Context: an optimization exercise on an open-source flow, tuned for small area and a short achievable clock period. The choices shown serve that exercise and are no tape-out recipe. In this exercise RTL edits were held to simulation tests only and were not proved equivalent to the original. Power figures rest on the tool's default switching activity, not on a simulated workload.

## ALU_TOP
module ALU_TOP #(parameter Width = 16)
(
  input  [Width-1:0] A,
  input  [Width-1:0] B,
  input  [3:0]       ALU_FUN,
  input              CLK,
  input              RST,
  output [Width-1:0] Arith_OUT,
  output             Arith_Flag,
  output             Carry_OUT,
  output [Width-1:0] Logic_Out,
  output             Logic_Flag,
  output [Width-1:0] CMP_OUT,
  output             CMP_Flag,
  output             Shift_Flag,
  output [Width-1:0] Shift_OUT
);
  wire mul1 = (ALU_FUN == 4'b0010);
  wire div1 = (ALU_FUN == 4'b0011);
  wire s1 = ~ALU_FUN[2] & (ALU_FUN[0] | ALU_FUN[3]);
  wire [15:0] bx1 = B ^ {16{s1}};
  wire [16:0] bz1;
  assign bz1[0] = 1'b1;
  assign bz1[1] = bz1[0] & ~B[15];
  assign bz1[2] = bz1[1] & ~B[14];
  assign bz1[3] = bz1[2] & ~B[13];
  assign bz1[4] = bz1[3] & ~B[12];
  assign bz1[5] = bz1[4] & ~B[11];
  assign bz1[6] = bz1[5] & ~B[10];
  assign bz1[7] = bz1[6] & ~B[9];
  assign bz1[8] = bz1[7] & ~B[8];
  assign bz1[9] = bz1[8] & ~B[7];
  assign bz1[10] = bz1[9] & ~B[6];
  assign bz1[11] = bz1[10] & ~B[5];
  assign bz1[12] = bz1[11] & ~B[4];
  assign bz1[13] = bz1[12] & ~B[3];
  assign bz1[14] = bz1[13] & ~B[2];
  assign bz1[15] = bz1[14] & ~B[1];
  assign bz1[16] = bz1[15] & ~B[0];
  ...
clock: 32.0 ns
lec_check: 0
abc_area: 1
cap_margin: 20
core_margin: 2
core_utilization: 40
cts_buf_list: sky130_fd_sc_hd__clkbuf_4 sky130_fd_sc_hd__clkbuf_8
slew_margin: 20
standard.sh (not shown) runs the stock make flow with config.mk's settings and CLKGATE_MAP_FILE= SYNTH_SCRIPT=/design/flow/synth_recipe.tcl, a recipe that flattens the netlist after the stock synthesis.
==> flow/flow/run.sh <==
#!/bin/bash
# The standard layout, with the smallest buffer on the ports.
export BUFFER_PORTS_ARGS="-buffer_cell sky130_fd_sc_hd__buf_1"
bash standard.sh > standard.log 2>&1
The starting point went through all stages and came out clean.
Change:
==> flow/run.sh (new file) <==
#!/bin/bash
# synth_recipe.tcl (not shown) runs the flow's synth.tcl, then flattens the netlist and writes it again
# the make line also repeats each setting of config.mk as NAME=value (left out here)
make -C /OpenROAD-flow-scripts/flow DESIGN_CONFIG=/design/flow/config.mk WORK_HOME=/design/flow/orfs CLKGATE_MAP_FILE= SYNTH_SCRIPT=/design/flow/synth_recipe.tcl finish
--- a/flow/config.mk
+++ b/flow/config.mk
@@ -12 +11,0 @@
-export CTS_BUF_LIST = sky130_fd_sc_hd__clkbuf_4 sky130_fd_sc_hd__clkbuf_8
removed: flow/flow/run.sh
removed: flow/standard.sh
After rerunning: The new run produced a clean layout. Utilization came out higher by 2.7 points. Total power grows by a little under a tenth. Worst hold slack gets better by 420 ps. Die area does not change.
Change:
==> flow/flow/run.sh (new file) <==
#!/bin/bash
# The standard layout, with the smallest buffer on the ports.
export BUFFER_PORTS_ARGS="-buffer_cell sky130_fd_sc_hd__buf_1"
bash standard.sh > standard.log 2>&1
==> flow/standard.sh (new file) <==
#!/bin/bash
# synth_recipe.tcl (not shown) runs the flow's synth.tcl, then flattens the netlist and writes it again
# the make line also repeats each setting of config.mk as NAME=value (left out here)
make -C /OpenROAD-flow-scripts/flow DESIGN_CONFIG=/design/flow/config.mk WORK_HOME=/design/flow/orfs CLKGATE_MAP_FILE= SYNTH_SCRIPT=/design/flow/synth_recipe.tcl "${@:-finish}"
--- a/flow/config.mk
+++ b/flow/config.mk
@@ -11 +11 @@
-export CORE_UTILIZATION = 40
+export CORE_UTILIZATION = 65
removed: flow/run.sh
Die area fell by 38%.
Sequential cell count does not change.
First-iteration DRC count goes up by 13%.
Via count climbs by 1.2%.
Final area decreases by 6.6%.
Clock-buffer cell count came out lower by 1.
Synthesized cell count stays the same.

---

## rev 12
Starting RTL as in the previous note.
export LEC_CHECK = 0
export ABC_AREA = 1
export CAP_MARGIN = 20
export CORE_MARGIN = 2
export CORE_UTILIZATION = 40
export CTS_BUF_LIST = sky130_fd_sc_hd__clkbuf_8
export SLEW_MARGIN = 20
create_clock -name core_clock -period 32.0 [get_ports {CLK}]
==> flow/flow/run.sh <==
#!/bin/bash
# The standard layout, with the smallest buffer on the ports.
export BUFFER_PORTS_ARGS="-buffer_cell sky130_fd_sc_hd__buf_1"
bash standard.sh > standard.log 2>&1
Rev 12 went all the way through synthesis, placement and routing and the layout is clean on timing, DRC and antenna.
Relative to rev 12, the following input files were edited for rev 13:
==> flow/flow/run.sh <==
#!/bin/bash
# The standard layout, with two changes: synthesis leaves the adders to abc
# (no full/half-adder cells are extracted; registers are untouched), and the
# ports are buffered with the smallest buffer.
export BUFFER_PORTS_ARGS="-buffer_cell sky130_fd_sc_hd__buf_1"
bash standard.sh ADDER_MAP_FILE= finish > standard.log 2>&1
==> notes.md <==
Rev 12 → rev 13: area after synthesis picked up an extra 16%; power up 9.5%; total die area rose by 3800 um2; arrival time at the worst endpoint lower; layout filler cell count went up 619.
Compared with rev 12, rev 13 shows a higher part of the power in the clock network.

==> port drivers added, routing unchanged <==
How much do the figures lean on ideal ports? The routed layouts below were timed once more, with nothing changed but the port constraints.
Step 1: set_driving_cell puts a clkbuf_16 on CLK and a buf_2 on each other input, an assumption about the parent block.
Step 2 moves the port delays by t, midway between the first and last clock arrival at a register: inputs arrive t later, outputs are due t later. That takes back most of the time a late clock gives input paths.
Slacks: ideal / step 1 / step 2; pairs: ideal / step 1.
run | t, ns | slack for setup (ns) | worst hold slack (ns) | worst setup path at the end | slew at the worst register clock pin (ns)
the first run of note 1 | 0.351 | 9.039 / 9.060 / 8.709 | 5.890 / 5.883 / 6.234 | input to register | 0.10 / 0.10
the second run of note 1 | 0.334 | 8.298 / 8.311 / 7.977 | 6.306 / 6.293 / 6.627 | input to register | 0.07 / 0.07
the third run of note 1 | 0.346 | 8.809 / 8.765 / 8.912 | 5.904 / 5.907 / 6.252 | input to register | 0.08 / 0.08
rev 12 | 0.352 | 9.047 / 9.069 / 8.717 | 5.888 / 5.880 / 6.232 | input to register | 0.10 / 0.10
rev 13 | 0.340 | 12.130 / 12.097 / 12.436 | 5.902 / 5.911 / 6.250 | register to output | 0.10 / 0.10
After both steps every run listed still meets setup and hold.
